Background: an optimization exercise with open tools, aiming at small area and a short achievable clock period. Do not read the settings as production practice. Where RTL was checked, it was by simulation tests only, not by an equivalence proof against the original. Function not checked in run 1: the RTL went through the layout flow alone. Power is estimated from default activity; no workload was simulated.

==> flow/design.v, too long to show whole: its modules and the start of the top module <==
// module divmodder: 2503 lines
module divmodder #(parameter WIDTH = 32, parameter LATENCY = 4) (
  input clock, input reset,
  input [WIDTH-1:0] in1, input [WIDTH-1:0] in2,
  output [WIDTH-1:0] div, output [WIDTH-1:0] mod);
  // ...
==> flow/run.sh <==
#!/bin/bash
# synth_recipe.tcl (not shown) runs the flow's synth.tcl, then flattens the netlist and writes it again
# the make line also repeats each setting of config.mk as NAME=value (left out here)
make -C /OpenROAD-flow-scripts/flow DESIGN_CONFIG=/design/flow/config.mk WORK_HOME=/design/flow/orfs CLKGATE_MAP_FILE= SYNTH_SCRIPT=/design/flow/synth_recipe.tcl finish
==> flow/config.mk <==
export PLATFORM = sky130hd
export DESIGN_NAME = divmodder
export DESIGN_NICKNAME = divmodder
export VERILOG_FILES = /design/flow/design.v
export SDC_FILE = /design/flow/constraint.sdc
export NUM_CORES = 4
export LEC_CHECK = 0
export ABC_AREA = 1
export CAP_MARGIN = 20
export CORE_MARGIN = 2
export CORE_UTILIZATION = 40
export SLEW_MARGIN = 20
==> flow/constraint.sdc <==
create_clock -name core_clock -period 85.0 [get_ports {clock}]
set_input_delay 17.0000 -clock core_clock [delete_from_list [all_inputs] [get_ports {clock}]]
set_output_delay 17.0000 -clock core_clock [all_outputs]
set_load 0.01 [all_outputs]
==> flow_metrics.py, run 1 <==
metrics = {
    "global_route": {
        "use_met3": 0.0232,
        "grt_busiest_layer": "met2",
        "grt_pass1_wl_mm": 156,
        "grtUsageMet2": 0.357,
    },
    "critical_path": {
        "worstSetupPathType": "reg2reg",
        "cp_max_fo": 21,
        "crit_cells": 121,
        "slowest_delay_ns": 0.66,
        "crit_buf_inv": 20,
        "worstPathArrival_ns": 23.50,
        "endpoint_kind": "register",
        "cp.required_ns": 85.46,
    },
    "pwr": {
        "internal-power_mw": 0.388,
        "p_clk_frac": 0.292,
        "netSwitchingPower_mw": 0.241,
        "pg_clk_mw": 0.184,
        "p_leak_nw": 21.0,
        "powerComb_mw": 0.269,
        "maxPowerGroup": "combinational cells",
        "switching_share": 0.384,
    },
    "synthesis": {
        "synth_top_family_by_area": "simple AND/OR/NAND/NOR gates",
        "synth_common_cells": "1400 x nand2_1, 700 x inv_1, 675 x nand3_1",
        "yosys.area_share.simple": 0.337,
    },
    "timing": {
        "worstMarginPinSlew_ns": 0.967,
        "setup_slack_ns": 61.96,
    },
    "placed_design": {
        "gp_congestion": 0.901,
    },
    "finish": {
        "fin_util": 0.449,
        "n_all_inverters": 720,
        "ff_latch_area_um2": 6590,
        "clk_share": 0.0361,
        "n_fill_cell": 9190,
        "diodes": 1,
    },
    "clock_tree": {
        "cts_tree": "yes",
        "cts_buffers": 43,
        "clkSinkCount": 329,
    },
    "detailed_routing": {
        "met1Wirelength_mm": 44.1,
        "met3_length_mm": 3.02,
    },
    "floorplan": {
        "initial_core_util": 0.405,
    },
    "status": {
        "status": "complete, no violations",
    },
    "job": {
        "maxCapViolations": 0,
    },
}
==> inputs of run 2 (changes only) <==
--- a/flow/design.v
+++ b/flow/design.v
@@ -33,43 +33,43 @@
   wire P2_1 = pg2[1] & pg2[0];
   wire G2_2 = gg2[2] | (pg2[2] & G2_1);
   wire P2_2 = pg2[2] & P2_1;
   wire [3:0] bw2 = {G2_2, G2_1, gg2[0], 1'b0};
   wire [2:0] df2 = ~pg2 ^ bw2[2:0];
   wire ge2 = ~bw2[3] & ~hi2;
   wire [2:0] r3 = ge2 ? df2 : t2;
   wire [2:0] q3 = {q2, ge2};
-  wire [3:0] t3 = {r3, in1[28]};
-  wire hi3 = |in2[31:4];
-  wire [3:0] dd3 = in2[3:0];
+  reg [31:0] s1_d;
+  always @(posedge clock) s1_d <= in2;
+  reg [28:0] s1_a;
+  always @(posedge clock) s1_a <= in1[28:0];
+  reg [2:0] s1_r;
+  always @(posedge clock) s1_r <= r3;
+  reg [2:0] s1_q;
+  always @(posedge clock) s1_q <= q3;
+  wire [3:0] t3 = {s1_r, s1_a[28]};
+  wire hi3 = |s1_d[31:4];
+  wire [3:0] dd3 = s1_d[3:0];
   wire [3:0] pg3 = ~(t3 ^ dd3);
   wire [3:0] gg3 = ~t3 & dd3;
   wire G3_1 = gg3[1] | (pg3[1] & gg3[0]);
   wire P3_1 = pg3[1] & pg3[0];
   wire G3_2 = gg3[3] | (pg3[3] & gg3[2]);
   wire P3_2 = pg3[3] & pg3[2];
   wire G3_3 = gg3[2] | (pg3[2] & G3_1);
   wire P3_3 = pg3[2] & P3_1;
   wire G3_4 = G3_2 | (P3_2 & G3_1);
   wire P3_4 = P3_2 & P3_1;
   wire [4:0] bw3 = {G3_4, G3_3, G3_1, gg3[0], 1'b0};
   wire [3:0] df3 = ~pg3 ^ bw3[3:0];
   wire ge3 = ~bw3[4] & ~hi3;
   wire [3:0] r4 = ge3 ? df3 : t3;
-  wire [3:0] q4 = {q3, ge3};
-  reg [31:0] s1_d;
-  always @(posedge clock) s1_d <= in2;
-  reg [27:0] s1_a;
-  always @(posedge clock) s1_a <= in1[27:0];
-  reg [3:0] s1_r;
-  always @(posedge clock) s1_r <= r4;
-  reg [3:0] s1_q;
-  always @(posedge clock) s1_q <= q4;
-  wire [4:0] t4 = {s1_r, s1_a[27]};
+  wire [3:0] q4 = {s1_q, ge3};
+  wire [4:0] t4 = {r4, s1_a[27]};
   wire hi4 = |s1_d[31:5];
   wire [4:0] dd4 = s1_d[4:0];
   wire [4:0] pg4 = ~(t4 ^ dd4);
   wire [4:0] gg4 = ~t4 & dd4;
   wire G4_1 = gg4[1] | (pg4[1] & gg4[0]);
   wire P4_1 = pg4[1] & pg4[0];
   wire G4_2 = gg4[3] | (pg4[3] & gg4[2]);
   wire P4_2 = pg4[3] & pg4[2];
@@ -78,17 +78,17 @@
   wire G4_4 = G4_2 | (P4_2 & G4_1);
   wire P4_4 = P4_2 & P4_1;
   wire G4_5 = gg4[4] | (pg4[4] & G4_4);
   wire P4_5 = pg4[4] & P4_4;
   wire [5:0] bw4 = {G4_5, G4_4, G4_3, G4_1, gg4[0], 1'b0};
   wire [4:0] df4 = ~pg4 ^ bw4[4:0];
   wire ge4 = ~bw4[5] & ~hi4;
   wire [4:0] r5 = ge4 ? df4 : t4;
-  wire [4:0] q5 = {s1_q, ge4};
+  wire [4:0] q5 = {q4, ge4};
   wire [5:0] t5 = {r5, s1_a[26]};
   wire hi5 = |s1_d[31:6];
   wire [5:0] dd5 = s1_d[5:0];
   wire [5:0] pg5 = ~(t5 ^ dd5);
   wire [5:0] gg5 = ~t5 & dd5;
   wire G5_1 = gg5[1] | (pg5[1] & gg5[0]);
   wire P5_1 = pg5[1] & pg5[0];
   wire G5_2 = gg5[3] | (pg5[3] & gg5[2]);
@@ -449,19 +449,27 @@
   wire P13_24 = P13_18 & P13_17;
   wire G13_25 = G13_19 | (P13_19 & G13_17);
   wire P13_25 = P13_19 & P13_17;
   wire [14:0] bw13 = {G13_25, G13_24, G13_23, G13_22, G13_21, G13_20, G13_17, G13_16, G13_15, G13_14, G13_9, G13_8, G13_1, gg13[0], 1'b0};
   wire [13:0] df13 = ~pg13 ^ bw13[13:0];
   wire ge13 = ~bw13[14] & ~hi13;
   wire [13:0] r14 = ge13 ? df13 : t13;
   wire [13:0] q14 = {q13, ge13};
-  wire [14:0] t14 = {r14, s1_a[17]};
-  wire hi14 = |s1_d[31:15];
-  wire [14:0] dd14 = s1_d[14:0];
+  reg [31:0] s2_d;
+  always @(posedge clock) s2_d <= s1_d;
+  reg [17:0] s2_a;
+  always @(posedge clock) s2_a <= s1_a[17:0];
+  reg [13:0] s2_r;
+  always @(posedge clock) s2_r <= r14;
+  reg [13:0] s2_q;
+  always @(posedge clock) s2_q <= q14;
+  wire [14:0] t14 = {s2_r, s2_a[17]};
+  wire hi14 = |s2_d[31:15];
+  wire [14:0] dd14 = s2_d[14:0];
   wire [14:0] pg14 = ~(t14 ^ dd14);
   wire [14:0] gg14 = ~t14 & dd14;
   wire G14_1 = gg14[1] | (pg14[1] & gg14[0]);
   wire P14_1 = pg14[1] & pg14[0];
   wire G14_2 = gg14[3] | (pg14[3] & gg14[2]);
   wire P14_2 = pg14[3] & pg14[2];
   wire G14_3 = gg14[5] | (pg14[5] & gg14[4]);
   wire P14_3 = pg14[5] & pg14[4];
@@ -514,26 +522,18 @@
   wire G14_27 = G14_20 | (P14_20 & G14_18);
   wire P14_27 = P14_20 & P14_18;
   wire G14_28 = G14_21 | (P14_21 & G14_18);
   wire P14_28 = P14_21 & P14_18;
   wire [15:0] bw14 = {G14_28, G14_27, G14_26, G14_25, G14_24, G14_23, G14_22, G14_18, G14_17, G14_16, G14_15, G14_9, G14_8, G14_1, gg14[0], 1'b0};
   wire [14:0] df14 = ~pg14 ^ bw14[14:0];
   wire ge14 = ~bw14[15] & ~hi14;
   wire [14:0] r15 = ge14 ? df14 : t14;
-  wire [14:0] q15 = {q14, ge14};
-  reg [31:0] s2_d;
-  always @(posedge clock) s2_d <= s1_d;
-  reg [16:0] s2_a;
-  always @(posedge clock) s2_a <= s1_a[16:0];
-  reg [14:0] s2_r;
-  always @(posedge clock) s2_r <= r15;
-  reg [14:0] s2_q;
-  always @(posedge clock) s2_q <= q15;
-  wire [15:0] t15 = {s2_r, s2_a[16]};
+  wire [14:0] q15 = {s2_q, ge14};
+  wire [15:0] t15 = {r15, s2_a[16]};
   wire hi15 = |s2_d[31:16];
   wire [15:0] dd15 = s2_d[15:0];
   wire [15:0] pg15 = ~(t15 ^ dd15);
   wire [15:0] gg15 = ~t15 & dd15;
   wire G15_1 = gg15[1] | (pg15[1] & gg15[0]);
   wire P15_1 = pg15[1] & pg15[0];
   wire G15_2 = gg15[3] | (pg15[3] & gg15[2]);
   wire P15_2 = pg15[3] & pg15[2];
@@ -596,17 +596,17 @@
   wire G15_31 = G15_23 | (P15_23 & G15_20);
   wire P15_31 = P15_23 & P15_20;
   wire G15_32 = G15_24 | (P15_24 & G15_20);
   wire P15_32 = P15_24 & P15_20;
   wire [16:0] bw15 = {G15_32, G15_31, G15_30, G15_29, G15_28, G15_27, G15_26, G15_25, G15_20, G15_19, G15_18, G15_17, G15_10, G15_9, G15_1, gg15[0], 1'b0};
   wire [15:0] df15 = ~pg15 ^ bw15[15:0];
   wire ge15 = ~bw15[16] & ~hi15;
   wire [15:0] r16 = ge15 ? df15 : t15;
-  wire [15:0] q16 = {s2_q, ge15};
+  wire [15:0] q16 = {q15, ge15};
   wire [16:0] t16 = {r16, s2_a[15]};
   wire hi16 = |s2_d[31:17];
   wire [16:0] dd16 = s2_d[16:0];
   wire [16:0] pg16 = ~(t16 ^ dd16);
   wire [16:0] gg16 = ~t16 & dd16;
   wire G16_1 = gg16[1] | (pg16[1] & gg16[0]);
   wire P16_1 = pg16[1] & pg16[0];
   wire G16_2 = gg16[3] | (pg16[3] & gg16[2]);
==> run 2 against run 1 <==
Against the previous run: final cell count fell by 2.0%; critical path depth is 8 higher; hold slack got worse by 0.0013 ns; count of clock-buffer cells in the layout shrank 3; setup slack worse by 0.018 ns; routed wire length fell by 2.7%; sequential power hardly changed; maximum frequency about the same; combinational power hardly changed; register-to-register slack lost 0.02 ns; via count is 2.5% lower; largest power group unchanged.
==> flow_metrics.py, run 2 <==
metrics = {
    "synthesis": {
        "synthCells": 5147,
        "synth_top_cell_by_area": "dfxtp_1",
        "synth_area_um2": 35300,
        "synth_flop_cell": "dfxtp_1",
        "syn_nets": 5834,
        "async_flop_share": 0,
        "synth_area_leaders": "dfxtp_1 19%, ha_1 17%, nand2_1 15%",
        "seq_area_frac_synth": 0.185,
        "syn_area_per_cell_um2": 6.86,
        "yosysMostFrequentCell": "nand2_1",
        "synth_common_cells": "1376 x nand2_1, 672 x inv_1, 601 x nand3_1",
        "synth_top_area_frac": 0.185,
        "synth_cell_type_count": 58,
        "ys_warn_count": 1,
        "synth-edff-count": 0,
        "ys_ff_latch": 327,
    },
    "floorplan": {
        "die_w_um": 301,
        "ios": 130,
        "die_area_um2": 90700,
        "core_region_area_um2": 87200,
        "fp-row-count": 108,
        "die_y_um": 301,
        "initial_core_util": 0.405,
    },
    "timing": {
        "clock_skew_ns": 0.0234,
        "setup_slack_ns": 61.95,
        "worstMarginPinSlew_ns": 0.968,
        "fmax_mhz": 43.4,
        "fin_hold_ws_ns": 0.315,
        "hold_viol_final": 0,
        "finalMaxSlewViolations": 0,
        "relSlewSlack": 0.354,
        "tns_ns": 0,
        "setup_violations": 0,
        "fin_crit_sh": 0.271,
        "min_period_ns": 23.06,
        "rsz0062_at_grt": "no",
    },
    "placed_design": {
        "port_buffers": 128,
        "gp_congestion": 0.878,
        "post-dp-hpwl_mm": 75.3,
        "dp_slack_ns": 61.83,
    },
    "detailed_routing": {
        "drt_iter0_markers": 1605,
        "routed_wl_mm": 90.2,
        "via_per_inst": 4.95,
        "avgRoutedWirePerCell_um": 14.0,
        "first_pass_iters": 5,
        "vias": 31861,
        "ant_nets": 0,
        "drc": 0,
    },
    "hold_path": {
        "hold_class": "reg2reg",
    },
    "critical_path": {
        "worstSetupPathType": "reg2reg",
        "path_common_cell": "nand2_1",
        "critPathLaunchType": "register",
        "worstPathArrival_ns": 23.50,
        "cp_top_family": "simple AND/OR/NAND/NOR gates",
        "slowest_delay_ns": 0.57,
        "endpoint_kind": "register",
        "cp_max_fo": 21,
        "critPathSlowestCell": "dfxtp_1",
        "cp.required_ns": 85.45,
        "crit_buf_inv": 16,
    },
    "clock_tree": {
        "cts_hold_buf": 0,
        "clk_latency_ns": 0.59,
        "ctsHtreeMaxLevel": 2,
        "cts_root_buffer": "clkbuf_16",
        "cts_tree": "yes",
        "clkSinkCount": 327,
        "post_cts_resized": 0,
        "cts_buffers": 42,
        "post_cts_buffers": 0,
        "cts.clk_slew.worst_paths_ns": 0.07,
        "ctsLongestPathBuffers": 3,
    },
    "pwr": {
        "power_density_nw_per_um2": 16.0,
        "p_leak_nw": 20.5,
        "ir_drop_v": 0.0000170,
    },
    "global_route": {
        "overflow": 0,
        "grt_pass1_vias": 30563,
        "grt_max_degree": 43,
        "grtUsageTotal": 0.203,
        "grt_pass1_wl_mm": 152,
        "antenna_found_initial": 2,
    },
    "finish": {
        "diodes": 0,
        "layout_commonest_cell": "nand2_1",
        "fin_nets": 5942,
        "syn_to_final_growth_pct": 11.0,
        "layout-drive-gt1-share": 0.0482,
        "mostFrequentLayoutCells": "1376 x nand2_1, 672 x inv_1, 601 x nand3_1",
        "fin_util": 0.450,
    },
    "job": {
        "maxCapViolations": 0,
    },
    "status": {
        "status": "complete, no violations",
    },
}
[run 2: cell count changes after synthesis, moves of 13 or more]
cell | previous run | this run
nand3_2 | 20 | 6
inv_1 | 700 | 672
o211ai_1 | 9 | 22
o21a_1 | 2 | 16
nand2_1 | 1400 | 1376
nand3_1 | 675 | 601
and2_1 | 114 | 92
[run 2: path summary, 6_finish.rpt]
check	cells past startpoint	to	slack, ns	from
worst min-delay path	0	s2_a[13]	0.32	s1_a[13]
worst max-delay path	129	s2_r[2]	61.95	s1_d[0]
worst min register to register	0	s2_a[13]	0.32	s1_a[13]
worst max register to register	129	s2_r[2]	61.95	s1_d[0]
[run 2: logic make-up (layout without fill, tap and decap cells)]
family / after synthesis / count (layout) / share of synthesized area
flops: 327 / 327 / 0.185
simple gates: 2573 / 2573 / 0.322
mux: 1 / 1 / 0.000283
buf+inv: 775 / 914 / 0.0859
compound gates: 613 / 613 / 0.100
xor+xnor: 237 / 237 / 0.0588
fa+ha+maj: 621 / 621 / 0.247
[run 2: per-stage QoR]
| step | cells | cell area, µm² | power [mW] |
|---|---|---|---|
| floorplan | 5147 | 35300 | 0.370 |
| global placement | 6366 | 37800 | 0.441 |
| global route | 6441 | 39200 | 0.684 |
| CTS | 6441 | 39200 | 0.638 |
| finish | 6441 | 39200 | 0.629 |
| detailed placement | 6366 | 37800 | 0.445 |
[run 2: layout make-up]
class / count / area [µm²]
well taps: 1155 / 1450
flip-flops and latches: 327 / 6550
fillers: 8973 / 47900
multi-input cells: 4045 / 25700
clock inverters: 21 / 245
repair buffers: 149 / 1440
inverters: 690 / 2590
clock buffers: 54 / 1210
[run 2: where the power goes]
| part | leakage (nW) | switching, mW | internal (mW) |
|---|---|---|---|
| clock network | 0.694 | 0.0744 | 0.113 |
| logic | 17.1 | 0.153 | 0.113 |
| registers | 2.73 | 0.0111 | 0.164 |
| total | 20.5 | 0.239 | 0.390 |
[run 2: worst register-to-register path: cells and delay by family (launching register included)]
family	cells	cell delay, ns
buffers and inverters	16	2.97
adders and majority gates	14	4.67
AOI/OAI and AO/OA	32	6.66
and+or+nand+nor	67	8.08
DFF	1	0.57
[run 2: layer usage]
layer | routed length (µm) | global-route usage | vias to the layer above
met5 | 0 | 0 | -
met4 | 2180 | 0.0518 | 0
met3 | 2610 | 0.0206 | 100
met2 | 41900 | 0.353 | 432
met1 | 43600 | 0.267 | 14315
li1 | - | - | 17014
==> inputs of run 3 (changes only) <==
==> flow/flow/run.sh (new file) <==
#!/bin/bash
# The standard layout, with plain buf_1 cells as the port buffers
# (instead of the default delay-buffer cells).
set -euo pipefail
bash standard.sh "BUFFER_PORTS_ARGS=-buffer_cell sky130_fd_sc_hd__buf_1" finish > standard.log 2>&1
==> flow/standard.sh (new file) <==
#!/bin/bash
# synth_recipe.tcl (not shown) runs the flow's synth.tcl, then flattens the netlist and writes it again
# the make line also repeats each setting of config.mk as NAME=value (left out here)
make -C /OpenROAD-flow-scripts/flow DESIGN_CONFIG=/design/flow/config.mk WORK_HOME=/design/flow/orfs CLKGATE_MAP_FILE= SYNTH_SCRIPT=/design/flow/synth_recipe.tcl "${@:-finish}"
removed: flow/run.sh
==> run 3 against run 2 <==
Against the previous run: flip-flop and latch count did not move; still clean on timing, DRC and antenna; critical endpoint is now s2_r[8]; total power fell by 2.5%; highest routed layer unchanged; area after synthesis stayed put; core utilization is 0.92 points lower; critical path depth stayed put.
==> flow_metrics.py, run 3 <==
metrics = {
    "floorplan": {
        "core_region_area_um2": 87200,
        "initial_core_util": 0.405,
        "fp-row-count": 108,
        "die_area_um2": 90700,
        "die_w_um": 301,
        "ios": 130,
        "die_y_um": 301,
    },
    "synthesis": {
        "syn_area_per_cell_um2": 6.86,
        "synth_top_cell_by_area": "dfxtp_1",
        "async_flop_share": 0,
        "synth_area_leaders": "dfxtp_1 19%, ha_1 17%, nand2_1 15%",
        "synthCells": 5147,
        "syn_nets": 5834,
        "ys_ff_latch": 327,
        "ys_warn_count": 1,
        "synth_area_um2": 35300,
        "synth_flop_cell": "dfxtp_1",
        "synth_top_area_frac": 0.185,
        "synth-edff-count": 0,
        "yosysMostFrequentCell": "nand2_1",
        "synth_cell_type_count": 58,
        "seq_area_frac_synth": 0.185,
        "synth_common_cells": "1376 x nand2_1, 672 x inv_1, 601 x nand3_1",
    },
    "clock_tree": {
        "ctsHtreeMaxLevel": 2,
        "cts.clk_slew.worst_paths_ns": 0.06,
        "cts_hold_buf": 0,
        "post_cts_buffers": 0,
        "cts_buffers": 42,
        "clk_latency_ns": 0.61,
        "cts_tree": "yes",
        "cts_root_buffer": "clkbuf_16",
        "ctsLongestPathBuffers": 3,
        "post_cts_resized": 0,
        "clkSinkCount": 327,
    },
    "hold_path": {
        "hold_start": "s1_a[17]",
        "hold_class": "reg2reg",
    },
    "critical_path": {
        "critPathSlowestCell": "dfxtp_1",
        "slowest_delay_ns": 0.56,
        "cp.required_ns": 85.48,
        "worstSetupPathType": "reg2reg",
        "worstPathArrival_ns": 23.59,
        "setup.worst_path.start": "s1_d[0]",
        "path_common_cell": "nand2_1",
        "critPathLaunchType": "register",
        "endpoint_kind": "register",
        "regToRegStartpoint": "s1_d[0]",
        "cp_max_fo": 21,
    },
    "finish": {
        "diodes": 0,
        "mostFrequentLayoutCells": "1376 x nand2_1, 672 x inv_1, 601 x nand3_1",
        "syn_to_final_growth_pct": 8.75,
        "fin_nets": 5941,
        "layout_commonest_cell": "nand2_1",
        "layout-drive-gt1-share": 0.0480,
    },
    "timing": {
        "fmax_mhz": 43.3,
        "clock_skew_ns": 0.0242,
        "setup_slack_ns": 61.90,
        "setup_violations": 0,
        "finalMaxSlewViolations": 0,
        "min_period_ns": 23.10,
        "relSlewSlack": 0.342,
        "fin_crit_sh": 0.272,
        "hold_viol_final": 0,
        "tns_ns": 0,
        "worstMarginPinSlew_ns": 0.987,
        "rsz0062_at_grt": "no",
    },
    "job": {
        "maxCapViolations": 0,
    },
    "detailed_routing": {
        "avgRoutedWirePerCell_um": 14.0,
        "via_per_inst": 4.97,
        "drt_iter0_markers": 1808,
        "ant_nets": 0,
        "drc": 0,
        "first_pass_iters": 6,
        "routed_wl_mm": 90.0,
        "vias": 32025,
    },
    "global_route": {
        "overflow": 0,
        "grt_pass1_vias": 30572,
        "antenna_found_initial": 0,
        "grt_max_degree": 42,
        "grt_pass1_wl_mm": 151,
        "grtUsageTotal": 0.202,
    },
    "placed_design": {
        "gp_congestion": 0.889,
        "post-dp-hpwl_mm": 75.1,
        "dp_slack_ns": 61.80,
        "port_buffers": 128,
    },
    "status": {
        "status": "complete, no violations",
    },
    "pwr": {
        "ir_drop_v": 0.0000149,
        "p_leak_nw": 20.2,
        "power_density_nw_per_um2": 16.0,
    },
}
-- run 3: cell counts after synthesis --
Identical to the previous run, type by type.
-- run 3: cells by family after synthesis --
family,Yosys count,synth area share
XOR/XNOR,237,0.0588
multiplexers,1,0.000283
buffers and inverters,775,0.0859
flip-flops,327,0.185
AO/OA/AOI/OAI,613,0.100
adder cells (fa/ha/maj),621,0.247
AND/OR/NAND/NOR,2573,0.322
-- run 3: final cells by class --
cell class | instances | area [µm²]
sequential | 327 | 6550
tap | 1155 | 1450
clock inverter | 25 | 334
multi-input combinational | 4045 | 25700
inverter | 690 | 2590
fill | 9084 | 48800
timing repair buffer | 148 | 631
clock buffer | 53 | 1120
-- run 3: stage by stage --
step | std cells | instance area (µm²) | total power [mW] | hold slack (ns) | util
floorplan | 5147 | 35300 | 0.370 | 0.310 | -
global placement | 6365 | 36900 | 0.424 | 0.310 | 0.424
detailed placement | 6365 | 36900 | 0.428 | 0.312 | 0.424
CTS | 6443 | 38400 | 0.622 | 0.325 | 0.441
global route | 6443 | 38400 | 0.667 | 0.328 | 0.441
finish | 6443 | 38400 | 0.614 | 0.324 | 0.441
-- run 3: worst paths after layout --
kind,endpoint,depth (start not counted),slack [ns]
max,s2_r[8],129,61.90
min,s2_a[17],0,0.32
max reg2reg,s2_r[8],129,61.90
min reg2reg,s2_a[17],0,0.32
-- run 3: critical path: cells and delay by family (launching register included) --
| family | cells | cell delay (ns) |
|---|---|---|
| flops | 1 | 0.56 |
| fa+ha+maj | 14 | 4.68 |
| simple gates | 67 | 8.11 |
| compound gates | 32 | 6.71 |
| buf+inv | 16 | 2.86 |
-- run 3: power by group --
group          switching [mW]  internal, mW
Clock                  0.0753         0.113
Combinational           0.153        0.0959
Sequential             0.0113         0.164
Total                   0.240         0.374
-- run 3: routing by layer --
metal / GRT usage / part of all wire
met5: 0 / 0
met4: 0.0663 / 0.031
met3: 0.0190 / 0.028
met2: 0.349 / 0.46
met1: 0.263 / 0.48
==> inputs of run 4 (changes only) <==
==> flow/flow/run.sh (replaced) <==
#!/bin/bash
# The standard layout, with plain buf_1 cells as the port buffers
# (instead of the default delay-buffer cells), and timing repair asked
# to leave a setup margin, so that it speeds up the critical paths.
set -euo pipefail
bash standard.sh "BUFFER_PORTS_ARGS=-buffer_cell sky130_fd_sc_hd__buf_1" "SETUP_SLACK_MARGIN=63" finish > standard.log 2>&1
==> run 4 against run 3 <==
Against the previous run: still clean; clock power barely moved; synthesized cell count did not move; flip-flop and latch count did not move; area after synthesis did not move; first-iteration DRC count rose by 0.17%; maximum frequency rose by 6.6%; non-clock buffer count rose by 45; core utilization rose by 0.88 points; via count rose by 1.3%; total power rose by 0.55%; critical path type is now in2reg; critical endpoint is now s1_r[0]; largest power group unchanged.
==> flow_metrics.py, run 4 <==
metrics = {
    "placed_design": {
        "post-dp-hpwl_mm": 75.1,
        "dp_slack_ns": 61.80,
        "gp_congestion": 0.889,
        "port_buffers": 128,
    },
    "critical_path": {
        "worstSetupPathType": "in2reg",
        "reg2reg_depth": 129,
        "r2r_slack_ns": 64.91,
        "rr_endpoint": "s2_r[8]",
        "cp.required_ns": 85.50,
        "endpoint_kind": "register",
        "regToRegStartpoint": "s1_d[0]",
        "cp_max_fo": 4,
        "setup.worst_path.start": "in2[20]",
        "critPathLaunchType": "input port",
        "timing.critical_path.to": "s1_r[0]",
        "worstPathArrival_ns": 22.16,
    },
    "synthesis": {
        "ys_warn_count": 1,
        "yosysMostFrequentCell": "nand2_1",
        "synth_area_leaders": "dfxtp_1 19%, ha_1 17%, nand2_1 15%",
        "synthCells": 5147,
        "synth_top_cell_by_area": "dfxtp_1",
        "async_flop_share": 0,
        "synth_cell_type_count": 58,
        "synth-edff-count": 0,
        "synth_area_um2": 35300,
        "synth_flop_cell": "dfxtp_1",
        "syn_area_per_cell_um2": 6.86,
        "ys_ff_latch": 327,
        "synth_common_cells": "1376 x nand2_1, 672 x inv_1, 601 x nand3_1",
        "synth_top_area_frac": 0.185,
        "seq_area_frac_synth": 0.185,
        "syn_nets": 5834,
    },
    "timing": {
        "fin_hold_ws_ns": 0.324,
        "setup_slack_ns": 63.34,
        "fmax_mhz": 46.2,
        "finalMaxSlewViolations": 0,
        "worstMarginPinSlew_ns": 1.01,
        "setup_violations": 0,
        "relSlewSlack": 0.322,
        "fin_crit_sh": 0.255,
        "tns_ns": 0,
        "rsz0062_at_grt": "no",
        "min_period_ns": 21.66,
        "hold_viol_final": 0,
        "clock_skew_ns": 0.0264,
    },
    "clock_tree": {
        "ctsLongestPathBuffers": 3,
        "clk_latency_ns": 0.62,
        "cts_tree": "yes",
        "cts.clk_slew.worst_paths_ns": 0.06,
        "cts_root_buffer": "clkbuf_16",
        "clkSinkCount": 327,
        "ctsHtreeMaxLevel": 2,
        "cts_hold_buf": 0,
        "cts_buffers": 42,
    },
    "global_route": {
        "grt_max_degree": 42,
        "grtUsageTotal": 0.202,
        "overflow": 0,
        "antenna_found_initial": 0,
        "grt_pass1_wl_mm": 151,
        "grt_pass1_vias": 30642,
    },
    "detailed_routing": {
        "vias": 32456,
        "avgRoutedWirePerCell_um": 14.2,
        "drt_iter0_markers": 1811,
        "via_per_inst": 5.00,
        "drc": 0,
        "first_pass_iters": 7,
        "routed_wl_mm": 92.3,
        "ant_nets": 0,
    },
    "floorplan": {
        "die_y_um": 301,
        "die_area_um2": 90700,
        "die_w_um": 301,
        "core_region_area_um2": 87200,
        "initial_core_util": 0.405,
        "fp-row-count": 108,
        "ios": 130,
    },
    "finish": {
        "diodes": 0,
        "fin_util": 0.449,
        "syn_to_final_growth_pct": 10.9,
        "mostFrequentLayoutCells": "1371 x nand2_1, 664 x inv_1, 597 x nand3_1",
        "layout_commonest_cell": "nand2_1",
        "fin_nets": 5993,
        "layout-drive-gt1-share": 0.0669,
    },
    "hold_path": {
        "hold_class": "reg2reg",
    },
    "job": {
        "maxCapViolations": 0,
    },
    "pwr": {
        "p_leak_nw": 20.4,
        "ir_drop_v": 0.0000149,
        "power_density_nw_per_um2": 15.7,
        "power_mw": 0.617,
    },
    "status": {
        "status": "complete, no violations",
    },
}
run 4: metrics by stage:
stage                     std cells  area [µm²]
after detailed placement       6365       36900
after global routing           6495       39200
after CTS                      6443       38500
after floorplan                5147       35300
after global placement         6365       36900
final                          6495       39200
run 4: worst max-delay path, cell delays in order:
cell,delay (ns)
buf_1,0.18
nor4_1,0.90
nand4_1,0.24
inv_1,0.14
nand3_1,0.11
or4_1,0.42
inv_1,0.09
o21ai_0,0.14
fa_1,0.45
nor4_1,0.29
nand4_1,0.17
inv_1,0.16
o21ai_0,0.16
fa_1,0.45
fa_1,0.37
nor3_1,0.46
inv_1,0.17
o21ai_0,0.26
run 4: metal layers:
layer	track usage	vias to the layer above	wire [µm]
li1	-	17133	-
met1	0.263	14694	44100
met2	0.350	493	42400
met3	0.0190	136	3030
met4	0.0672	0	2730
met5	0	-	0
run 4: timing repair:
item                       4_1_cts  5_1_grt
cloned                           0        7
gates resized for setup         15       83
setup buffers                    0       45
pin swaps                        1        7
setup endpoints to repair       70       71
run 4: cells by family after synthesis:
| family | share of synthesized area |
|---|---|
| mux | 0.000283 |
| buf+inv | 0.0859 |
| compound gates | 0.100 |
| xor+xnor | 0.0588 |
| flops | 0.185 |
| fa+ha+maj | 0.247 |
| simple gates | 0.322 |
run 4: cell type report:
cell class,count,area [µm²]
fillers,9005,48000
multi-input cells,4052,26000
flip-flops and latches,327,6570
inverters,690,2650
well taps,1155,1450
clock buffers,53,1120
repair buffers,193,1040
clock inverters,25,334
run 4: power breakdown:
group	internal, mW	switching (mW)	leakage (nW)	total (mW)
combinational	0.0969	0.155	16.9	0.252
sequential	0.164	0.0113	2.73	0.176
clock	0.113	0.0756	0.694	0.189
total	0.375	0.242	20.4	0.617
run 4: worst min-delay path by stage:
stage,startpoint,end,slack [ns],cells after the start
finish,s1_a[17],s2_a[17],0.32,0
global route,s2_a[6],s3_a[6],0.33,0
CTS,s1_q[2],s2_q[13],0.33,0
detailed placement,s3_q[13],s4_q[21],0.31,0
global placement,s2_a[6],s3_a[6],0.31,0
floorplan,s1_a[0],s2_a[0],0.31,0
==> inputs of run 5 (changes only) <==
--- a/flow/flow/run.sh
+++ b/flow/flow/run.sh
@@ -5,2 +5,2 @@
 set -euo pipefail
-bash standard.sh "BUFFER_PORTS_ARGS=-buffer_cell sky130_fd_sc_hd__buf_1" "SETUP_SLACK_MARGIN=63" finish > standard.log 2>&1
+bash standard.sh "BUFFER_PORTS_ARGS=-buffer_cell sky130_fd_sc_hd__buf_1" "SETUP_SLACK_MARGIN=67" finish > standard.log 2>&1
==> run 5 against run 4 <==
Against the previous run: still clean; routed wire length rose by 20%; clock power down 2%; via count is 8.3% higher; cell area is 19% higher; total power rose by 20%; critical path depth unchanged; combinational power increased by about 50%; flip-flop and latch count stayed put; area after synthesis is the same; core utilization increased by 8.5 points; hold slack got worse by 0.0044 ns; count of clock-buffer cells in the layout is 6 lower; critical path type is now reg2out; largest cell class unchanged.
==> flow_metrics.py, run 5 <==
metrics = {
    "synthesis": {
        "synth_top_cell_by_area": "dfxtp_1",
        "ys_ff_latch": 327,
        "seq_area_frac_synth": 0.185,
        "synth_area_leaders": "dfxtp_1 19%, ha_1 17%, nand2_1 15%",
        "synth_common_cells": "1376 x nand2_1, 672 x inv_1, 601 x nand3_1",
        "synth-edff-count": 0,
        "syn_area_per_cell_um2": 6.86,
        "yosysMostFrequentCell": "nand2_1",
        "synth_area_um2": 35300,
        "synth_cell_type_count": 58,
        "synth_flop_cell": "dfxtp_1",
        "synthCells": 5147,
        "synth_top_area_frac": 0.185,
        "ys_warn_count": 1,
        "syn_nets": 5834,
        "async_flop_share": 0,
    },
    "timing": {
        "hold_viol_final": 0,
        "clock_skew_ns": 0.0366,
        "worstMarginPinSlew_ns": 0.895,
        "finalMaxSlewViolations": 0,
        "tns_ns": 0,
        "rsz0062_at_grt": "yes",
        "fmax_mhz": 48.6,
        "min_period_ns": 20.56,
        "relSlewSlack": 0.399,
        "setup_violations": 0,
        "fin_hold_ws_ns": 0.320,
        "fin_crit_sh": 0.242,
    },
    "placed_design": {
        "gp_congestion": 0.880,
        "port_buffers": 128,
        "post-dp-hpwl_mm": 75.4,
    },
    "hold_path": {
        "hold_class": "reg2reg",
        "hold_start": "s3_q[10]",
        "whs_endpoint": "s4_q[18]",
        "hold_depth": 0,
    },
    "critical_path": {
        "cp.required_ns": 68.00,
        "rr_endpoint": "s2_r[5]",
        "r2r_slack_ns": 67.33,
        "reg2reg_depth": 131,
        "endpoint_kind": "output port",
        "worstSetupPathType": "reg2out",
        "regToRegStartpoint": "s1_d[0]",
        "critPathLaunchType": "register",
        "worstPathArrival_ns": 3.56,
        "cp_max_fo": 5,
    },
    "global_route": {
        "grt_max_degree": 43,
        "grtUsageTotal": 0.227,
        "grt_pass1_wl_mm": 167,
        "grtUsageMet2": 0.393,
        "overflow": 0,
        "grt_busiest_layer": "met2",
        "antenna_found_initial": 0,
        "grtUsageMet1": 0.298,
        "use_met3": 0.0242,
        "grt_pass1_vias": 32922,
    },
    "clock_tree": {
        "cts.clk_slew.worst_paths_ns": 0.06,
        "ctsLongestPathBuffers": 3,
        "cts_tree": "yes",
        "ctsHtreeMaxLevel": 2,
        "cts_hold_buf": 0,
        "cts_root_buffer": "clkbuf_16",
        "cts_buffers": 41,
        "clk_latency_ns": 0.61,
        "clkSinkCount": 327,
    },
    "floorplan": {
        "die_area_um2": 90700,
        "ios": 130,
        "initial_core_util": 0.405,
        "die_w_um": 301,
        "core_region_area_um2": 87200,
        "fp-row-count": 108,
        "die_y_um": 301,
    },
    "pwr": {
        "ir_drop_v": 0.0000196,
        "power_density_nw_per_um2": 15.8,
        "p_leak_nw": 23.4,
    },
    "finish": {
        "layout-drive-gt1-share": 0.241,
        "syn_to_final_growth_pct": 32.0,
        "fin_util": 0.535,
        "fin_nets": 6346,
        "mostFrequentLayoutCells": "1200 x nand2_1, 621 x inv_1, 557 x nand3_1",
        "layout_commonest_cell": "nand2_1",
        "n_fill_cell": 8155,
    },
    "detailed_routing": {
        "drt_iter0_markers": 2007,
        "avgRoutedWirePerCell_um": 16.1,
        "drc": 0,
        "vias": 35161,
        "first_pass_iters": 5,
        "ant_nets": 0,
        "via_per_inst": 5.14,
        "routed_wl_mm": 110,
    },
    "job": {
        "maxCapViolations": 0,
    },
    "status": {
        "status": "complete, no violations",
    },
}
-- run 5: layout make-up --
type / count / area [µm²] / area share
repair buffers: 525 / 4790 / 0.103
repair inverters: 13 / 171 / 0.00368
clock buffers: 47 / 1080 / 0.0231
clock inverters: 28 / 343 / 0.00736
multi-input cells: 4061 / 29400 / 0.630
flip-flops and latches: 327 / 6690 / 0.143
well taps: 1155 / 1450 / 0.0310
diodes: 1 / 2.50 / 0.0000537
inverters: 690 / 2730 / 0.0585
-- run 5: cell families after synthesis --
group | Yosys count | share of synthesized area
simple gates | 2573 | 0.322
buf+inv | 775 | 0.0859
fa+ha+maj | 621 | 0.247
compound gates | 613 | 0.100
flops | 327 | 0.185
xor+xnor | 237 | 0.0588
mux | 1 | 0.000283
-- run 5: where the power goes --
group          switching, mW  internal (mW)  leakage, nW  total (mW)
clock network         0.0789          0.106        0.677       0.185
logic                  0.212          0.165         19.9       0.377
registers             0.0121          0.164         2.75       0.176
total                  0.303          0.436         23.4       0.739
-- run 5: how the worst max path moves through the flow --
stage | startpoint | to | slack, ns | depth (start not counted)
6_report | s4_r[15] | mod[30] | 64.44 | 18
5_1_grt | s4_a | mod[14] | 64.28 | 22
4_1_cts | s4_a | mod[14] | 64.48 | 22
3_5_place_dp | s1_d[0] | s2_r[8] | 61.71 | 128
3_3_place_gp | s1_d[0] | s2_r[2] | 61.89 | 128
2_1_floorplan | in2[8] | s1_r[2] | 64.75 | 18
-- run 5: metal layers --
metal | share of wire | vias up
li1 | - | 17912
met1 | 0.46 | 16435
met2 | 0.48 | 648
met3 | 0.035 | 166
met4 | 0.027 | 0
met5 | 0 | -
-- run 5: what timing repair did --
action                     CTS  global route
pin swaps                   97           241
setup buffers              195           162
cloned                      28            22
resized for setup          543           524
setup endpoints to repair  144           141
-- run 5: metrics by stage --
step | total power [mW] | instances | worst slack (ns) | instance area [µm²]
6_report | 0.739 | 6847 | 64.44 | 46600
4_1_cts | 0.706 | 6662 | 64.48 | 42800
3_5_place_dp | 0.452 | 6364 | 61.71 | 37400
3_3_place_gp | 0.448 | 6364 | 61.89 | 37400
5_1_grt | 0.791 | 6846 | 64.28 | 46600
2_1_floorplan | 0.397 | 5147 | 64.75 | 35900
-- run 5: critical path, stage by stage (launching register included) --
cell and delay, ns:
dfxtp_2 0.35, inv_1 0.10, ha_1 0.25, a21oi_2 0.19
nor2_1 0.07, nor2_2 0.14, nor2_1 0.07, nor2_2 0.13
inv_1 0.10, a221o_2 0.40, a211oi_4 0.28, buf_6 0.17
nand2_8 0.07, buf_4 0.14, buf_6 0.12, inv_8 0.10
nand3_4 0.08, o21ai_4 0.06, buf_6 0.13
==> inputs of run 6 (changes only) <==
--- a/flow/flow/run.sh
+++ b/flow/flow/run.sh
@@ -5,2 +5,2 @@
 set -euo pipefail
-bash standard.sh "BUFFER_PORTS_ARGS=-buffer_cell sky130_fd_sc_hd__buf_1" "SETUP_SLACK_MARGIN=67" finish > standard.log 2>&1
+bash standard.sh "BUFFER_PORTS_ARGS=-buffer_cell sky130_fd_sc_hd__buf_1" "SETUP_SLACK_MARGIN=65" finish > standard.log 2>&1
==> run 6 against run 5 <==
Against the previous run: clock skew fell by 0.011 ns; sequential share of layout area rose by 1.7 points; via count fell by 5.6%; non-clock buffer count fell by 247.
==> flow_metrics.py, run 6 <==
metrics = {
    "timing": {
        "worstMarginPinSlew_ns": 0.782,
        "relSlewSlack": 0.478,
        "min_period_ns": 20.51,
        "fin_crit_sh": 0.241,
        "rsz0062_at_grt": "yes",
        "fin_hold_ws_ns": 0.326,
        "tns_ns": 0,
        "setup_violations": 0,
        "hold_viol_final": 0,
        "finalMaxSlewViolations": 0,
        "fmax_mhz": 48.7,
        "clock_skew_ns": 0.0253,
    },
    "synthesis": {
        "synthCells": 5147,
        "ys_warn_count": 1,
        "synth_area_leaders": "dfxtp_1 19%, ha_1 17%, nand2_1 15%",
        "synth_common_cells": "1376 x nand2_1, 672 x inv_1, 601 x nand3_1",
        "synth_flop_cell": "dfxtp_1",
        "seq_area_frac_synth": 0.185,
        "async_flop_share": 0,
        "syn_area_per_cell_um2": 6.86,
        "synth_cell_type_count": 58,
        "ys_ff_latch": 327,
        "synth_area_um2": 35300,
        "synth_top_area_frac": 0.185,
        "synth-edff-count": 0,
        "yosysMostFrequentCell": "nand2_1",
        "synth_top_cell_by_area": "dfxtp_1",
        "syn_nets": 5834,
    },
    "global_route": {
        "grt_pass1_vias": 31421,
        "antenna_found_initial": 1,
        "overflow": 0,
        "grtUsageMet1": 0.277,
        "grt_max_degree": 43,
        "grt_pass1_wl_mm": 158,
        "grtUsageTotal": 0.212,
        "use_met3": 0.0175,
        "grt_busiest_layer": "met2",
        "grtUsageMet2": 0.374,
    },
    "floorplan": {
        "initial_core_util": 0.405,
        "die_y_um": 301,
        "fp-row-count": 108,
        "ios": 130,
        "core_region_area_um2": 87200,
        "die_area_um2": 90700,
        "die_w_um": 301,
    },
    "finish": {
        "final_cell_area_um2": 41100,
        "syn_to_final_growth_pct": 16.4,
        "fin_nets": 6088,
        "instances_no_fill": 6588,
        "layout-drive-gt1-share": 0.121,
        "layout_commonest_cell": "nand2_1",
        "diodes": 0,
        "mostFrequentLayoutCells": "1339 x nand2_1, 650 x inv_1, 590 x nand3_1",
    },
    "pwr": {
        "p_leak_nw": 21.2,
        "power_density_nw_per_um2": 15.9,
        "ir_drop_v": 0.0000177,
    },
    "detailed_routing": {
        "routed_wl_mm": 97.9,
        "avgRoutedWirePerCell_um": 14.9,
        "first_pass_iters": 7,
        "ant_nets": 0,
        "vias": 33203,
        "via_per_inst": 5.04,
        "drt_iter0_markers": 1762,
        "drc": 0,
    },
    "clock_tree": {
        "clk_latency_ns": 0.59,
        "ctsLongestPathBuffers": 3,
        "cts_hold_buf": 0,
        "ctsHtreeMaxLevel": 2,
        "cts_buffers": 41,
        "clkSinkCount": 327,
        "cts_root_buffer": "clkbuf_16",
        "cts_tree": "yes",
        "cts.clk_slew.worst_paths_ns": 0.06,
    },
    "critical_path": {
        "rr_endpoint": "s2_r[8]",
        "cp_max_fo": 4,
        "critPathLaunchType": "register",
        "reg2reg_depth": 124,
        "worstSetupPathType": "reg2out",
        "setup.worst_path.start": "s4_a",
        "cp.required_ns": 68.00,
        "endpoint_kind": "output port",
        "regToRegStartpoint": "s1_d[0]",
        "worstPathArrival_ns": 3.51,
        "r2r_slack_ns": 66.16,
    },
    "placed_design": {
        "gp_congestion": 0.859,
        "port_buffers": 128,
        "dp.cells": 6369,
        "postPlaceCellArea_um2": 37000,
        "post-dp-hpwl_mm": 75.3,
    },
    "hold_path": {
        "hold_start": "s3_q[17]",
        "whs_endpoint": "s4_q[25]",
        "hold_class": "reg2reg",
        "hold_depth": 0,
    },
    "status": {
        "status": "complete, no violations",
    },
    "job": {
        "maxCapViolations": 0,
    },
}
==> run 6: repair_timing <==
item                                    in CTS  in global routing
setup buffers                               54                 69
gates resized for setup                    221                224
gates cloned                                 7                 14
endpoints found under the setup margin     109                108
pin swaps                                   35                 57
==> run 6: per-stage QoR <==
step	setup slack, ns	total power, mW	util
after floorplan	64.75	0.370	-
final	64.49	0.655	0.472
after global placement	61.73	0.425	0.425
after CTS	64.39	0.649	0.455
after detailed placement	61.64	0.429	0.425
after global routing	64.25	0.709	0.472
==> run 6: kinds of logic (layout without fill, tap and decap cells) <==
group,after synthesis,count (layout),synth area share
buffers and inverters,775,1046,0.0859
DFF,327,327,0.185
muxes,1,1,0.000283
adders and majority gates,621,621,0.247
AOI/OAI and AO/OA,613,615,0.100
xor gates and xnor gates,237,237,0.0588
and+or+nand+nor,2573,2586,0.322
==> run 6: routing by layer <==
metal	share of wire	up-vias
li1	-	17367
met1	0.47	15221
met2	0.47	496
met3	0.032	119
met4	0.026	0
met5	0	-
==> run 6: layout make-up <==
| class | instances | area (µm²) |
|---|---|---|
| tap | 1155 | 1450 |
| multi-input combinational | 4060 | 27000 |
| inverter | 690 | 2690 |
| timing repair buffer | 278 | 1960 |
| sequential | 327 | 6600 |
| clock inverter | 22 | 294 |
| timing repair inverter | 3 | 17.5 |
| clock buffer | 53 | 1150 |
| fill | 8835 | 46000 |
==> run 6: where the power goes <==
| part | internal, mW | switching, mW | total, mW | leakage [nW] |
|---|---|---|---|---|
| sequential | 0.164 | 0.0113 | 0.176 | 2.74 |
| clock | 0.115 | 0.0739 | 0.189 | 0.711 |
| combinational | 0.119 | 0.172 | 0.291 | 17.7 |
==> run 6: how the worst max path moves through the flow <==
| stage | to | slack, ns |
|---|---|---|
| floorplan | s1_r[2] | 64.75 |
| global placement | s2_r[4] | 61.73 |
| detailed placement | s2_r[2] | 61.64 |
| CTS | mod[16] | 64.39 |
| global route | mod[16] | 64.25 |
| finish | mod[16] | 64.49 |
==> run 6: critical path: stages, from the launching register on <==
cell	delay, ns
dfxtp_2	0.33
inv_2	0.05
ha_4	0.15
inv_2	0.05
fa_2	0.22
nor2_2	0.04
a211oi_2	0.20
o21ai_1	0.11
nand2_1	0.09
nand2_1	0.07
nand2_1	0.09
nand2_2	0.08
a21oi_4	0.24
nor2_4	0.07
buf_4	0.15
o22ai_4	0.21
fa_2	0.48
nand2_1	0.07
o21ai_1	0.07
buf_2	0.14

## afterwards: timing with drivers on the ports
Ports are ideal in the flow. The routed layouts listed here were re-timed in OpenROAD.
Step 1 sets driving cells, clkbuf_16 on the clock port and buf_2 on the other inputs (assumed; they add their load-dependent delay and slew).
Step 2 also shifts input and output timing later by t, the mid clock arrival at the registers, as if the neighbouring blocks saw the same clock.
a / b / c = no drivers / after step 1 / after step 2; a / b = the first two.
| run | t, ns | setup WS [ns] | pins driven straight from the clock port |
|---|---|---|---|
| run 1 | 0.661 | 61.963 / 61.963 / 61.857 | 1 |
| run 2 | 0.645 | 61.945 / 61.945 / 61.945 | 1 |
| run 3 | 0.669 | 61.895 / 61.895 / 61.895 | 1 |
| run 4 | 0.671 | 63.336 / 63.328 / 62.713 | 1 |
| run 5 | 0.662 | 64.442 / 64.374 / 64.139 | 1 |
| run 6 | 0.644 | 64.486 / 64.421 / 64.185 | 1 |
After both steps setup and hold are still met in every run listed. The setup slack of run 4, which loses most, moves by -0.008 ns with the drivers and by -0.623 ns with both steps.
